Background: an optimization exercise with open tools, aiming at small area and a short achievable clock period. Do not read the settings as production practice.
Only simulation tests tie the RTL to the original design; equivalence was not proved.

==> 12-05: inputs <==
## FIR_transposed
module FIR_transposed(clk, reset, noisy_signal, filtered_real);
clock: 13.0 ns
lec_check: 0
abc_clock_period_in_ps: 2000
cap_margin: 20
core_margin: 2
core_utilization: 65
cts_cluster_diameter: 100
cts_cluster_size: 22
setup_slack_margin: 5
slew_margin: 20
synth_hierarchical: 1
standard.sh (not shown) runs the stock make flow with config.mk's settings and CLKGATE_MAP_FILE= SYNTH_SCRIPT=/design/flow/synth_recipe.tcl, a recipe that flattens the netlist after the stock synthesis.
==> flow/flow/run.sh <==
#!/bin/bash
# Standard layout with a larger setup-repair margin.
bash standard.sh SETUP_SLACK_MARGIN=5.95 finish > standard.log 2>&1
==> 06-15 (differences from 12-05) <==
==> flow/flow/run.sh (replaced) <==
#!/bin/bash
# Standard layout with a larger setup-repair margin.
bash standard.sh SETUP_SLACK_MARGIN=6.0 finish > standard.log 2>&1
==> 08-20 (differences from 12-05) <==
==> flow/flow/run.sh (replaced) <==
#!/bin/bash
# Standard layout with a larger setup-repair margin.
bash standard.sh SETUP_SLACK_MARGIN=6.0 finish > standard.log 2>&1
--- a/flow/config.mk
+++ b/flow/config.mk
@@ -12,4 +12,5 @@
 export CTS_CLUSTER_DIAMETER = 100
 export CTS_CLUSTER_SIZE = 22
+export PLACE_DENSITY_LB_ADDON = 0.1
 export SETUP_SLACK_MARGIN = 5
 export SLEW_MARGIN = 20
==> 01-28 (differences from 12-05) <==
==> flow/flow/run.sh (replaced) <==
#!/bin/bash
# Standard layout with a larger setup-repair margin.
bash standard.sh SETUP_SLACK_MARGIN=6.15 finish > standard.log 2>&1
==> results.py <==
metrics = {
    "timing": {
        "max_freq_mhz": 141,
    },
    "run_status": {
        "status": "no timing/DRC/antenna violations",
    },
    "finish": {
        "multi_input_area_sq_mm": 0.0517,
    },
    "grt": {
        "antenna_found_initial": 0,
        "grt_pass1_wl_mm": 314,
    },
}
# the run above: 08-20

==> results.py <==
metrics = {
    "place": {
        "placed_area_sq_mm": 0.0724,
    },
    "worst_hold_path": {
        "worstHoldPathCells": 1,
    },
    "finish": {
        "reg_top3": "R (32), T1a (31), T2a (31)",
        "final_area_sq_mm": 0.0767,
    },
    "run_status": {
        "status": "no timing/DRC/antenna violations",
    },
    "grt": {
        "antenna_found_initial": 3,
    },
}
# the run above: 01-28

==> results.py <==
metrics = {
    "finish": {
        "diodes": 2,
        "final_util_pct": 69.8,
    },
    "grt": {
        "grt_pass1_vias": 43997,
        "antenna_found_initial": 3,
        "grt_pass1_wl_mm": 299,
    },
    "run_status": {
        "status": "no timing/DRC/antenna violations",
    },
    "timing": {
        "max_freq_mhz": 143,
    },
}
# the run above: 06-15

==> results.py <==
metrics = {
    "logic_synthesis": {
        "syn-cell-area_sq_mm": 0.0712,
        "synth-xor-area-share_pct": 1.65,
        "synth_area_leader_cell": "fa_1",
    },
    "timing": {
        "max_freq_mhz": 142,
    },
    "grt": {
        "antenna_found_initial": 2,
    },
    "place": {
        "dp_hpwl_mm": 173,
    },
    "finish": {
        "multi_input_area_sq_mm": 0.0514,
    },
    "run_status": {
        "status": "no timing/DRC/antenna violations",
    },
}
# the run above: 12-05



==> build 9: inputs <==
FIR_transposed again, from the RTL that the note above started with.
clock: 13.0 ns
lec_check: 0
abc_clock_period_in_ps: 2000
cap_margin: 20
core_margin: 2
core_utilization: 65
cts_cluster_diameter: 100
cts_cluster_size: 22
setup_slack_margin: 5
slew_margin: 20
synth_hierarchical: 1
==> flow/flow/run.sh <==
#!/bin/bash
# Standard layout with a larger setup-repair margin; after the standard pin
# placement the data pins are placed again as one group (flow/pins.tcl).
set -e
R=$PWD/orfs/results/sky130hd/FIR_transposed/base
bash standard.sh SETUP_SLACK_MARGIN=6.0 $R/3_2_place_iop.odb > standard_1.log 2>&1
IOP_ODB=$R/3_2_place_iop.odb IO_PLACER_H=met3 IO_PLACER_V=met2 openroad -no_init -exit flow/pins.tcl > pins.log 2>&1
bash standard.sh SETUP_SLACK_MARGIN=6.0 finish > standard_2.log 2>&1
==> flow/flow/pins.tcl <==
# Re-place the pins of the placed design with the data ports kept together,
# input and output bits interleaved in bit order, on one edge.
read_db $::env(IOP_ODB)
set names {}
for {set i 0} {$i < 16} {incr i} {
  lappend names "noisy_signal\[$i\]" "filtered_real\[$i\]"
}
set_io_pin_constraint -pin_names $names -region right:* -group -order
place_pins -hor_layers $::env(IO_PLACER_H) -ver_layers $::env(IO_PLACER_V)
write_db $::env(IOP_ODB)
==> build 3 (differences from build 9) <==
==> flow/flow/run.sh (replaced) <==
#!/bin/bash
# Standard layout with a larger setup-repair margin.
bash standard.sh SETUP_SLACK_MARGIN=5.95 finish > standard.log 2>&1
CTS_CLUSTER_DIAMETER = 110   (was 100)
CTS_CLUSTER_SIZE = 26   (was 22)
removed: flow/flow/pins.tcl
==> build 18 (differences from build 9) <==
==> flow/flow/run.sh (replaced) <==
#!/bin/bash
# Standard layout with a larger setup-repair margin and another repair move order.
bash standard.sh SETUP_SLACK_MARGIN=6.0 SETUP_MOVE_SEQUENCE=unbuffer,sizeup,swap,clone,buffer,split finish > standard.log 2>&1
removed: flow/flow/pins.tcl
==> run notes <==
Status - finished clean
Largest net degree at the start of global routing - 122
Critical R2R Capture - T2b[16]
Total CTS buffers - 53
First-pass GRT wire length - 302,000 um
Worst path cell trace - buf_2 > xor2_1 > xnor2_1 > nor2_1 > inv_1 > o21ai_2 > a21oi_4 > buf_12 > o21ai_4 > buf_6 > buf_6 > mux2i_4 > buf_6
WHS - 0.357 ns
Tcrit/Tclk final - 0.544
Hold Path Origin - h46[8]
Util after Layout - 0.696
Fraction of area in multi-input gates - 0.684
Crit path launch - noisy_signal[0]
[end of results for build 9]
==> run notes <==
Status - finished clean
Tcrit/Tclk final - 0.542
WHS - 0.351 ns
Total CTS buffers - 46
Largest net degree at the start of global routing - 117
Critical R2R Capture - T2b[16]
Fraction of area in multi-input gates - 0.686
[end of results for build 3]
==> run notes <==
Tcrit/Tclk final - 0.537
Total CTS buffers - 52
Largest net degree at the start of global routing - 157
Status - finished clean
Crit path launch - noisy_signal[9]
Critical R2R Capture - T2a[15]
Hold Path Origin - h43[10]
[end of results for build 18]

[static timing again, ports no longer ideal]
The results above use ideal ports. As a check the final layouts listed here were re-extracted and re-timed, cells and wires unchanged. Step 1: set_driving_cell puts a clkbuf_16 on clk and a buf_2 on each other input, an assumption about the parent block. Step 2 adds t to the input delays and takes it off the output delays; t is the mean of the earliest and latest rising clock arrival at the registers after step 1. Input paths then give back, and output paths get back, about the clock's delay inside the block. a / b / c = ideal ports / drivers / drivers and shift; a / b = the first two.
run | t, ns | slack for setup (ns) | worst hold slack (ns) | worst setup path after step 2 | clock arrival spread, ns
12-05 | 0.760 | 5.957 / 5.923 / 5.788 | 0.364 / 0.364 / 0.364 | input to register | 0.044 / 0.044
06-15 | 0.766 | 6.018 / 5.986 / 5.852 | 0.347 / 0.347 / 0.347 | input to register | 0.058 / 0.058
08-20 | 0.762 | 5.892 / 5.841 / 5.695 | 0.372 / 0.372 / 0.372 | input to register | 0.030 / 0.029
01-28 | 0.760 | 5.979 / 5.937 / 5.823 | 0.361 / 0.361 / 0.361 | input to register | 0.047 / 0.047
build 9 | 0.759 | 5.933 / 5.883 / 5.655 | 0.357 / 0.357 / 0.357 | input to register | 0.037 / 0.038
build 3 | 0.738 | 5.955 / 5.928 / 5.800 | 0.351 / 0.351 / 0.351 | input to register | 0.045 / 0.045
build 18 | 0.766 | 6.018 / 5.986 / 5.852 | 0.347 / 0.347 / 0.347 | input to register | 0.058 / 0.058
After both steps setup and hold are still met in every run listed. For build 9, which loses most, drivers alone change the setup slack by -0.050 ns; drivers and shift together by -0.278 ns.
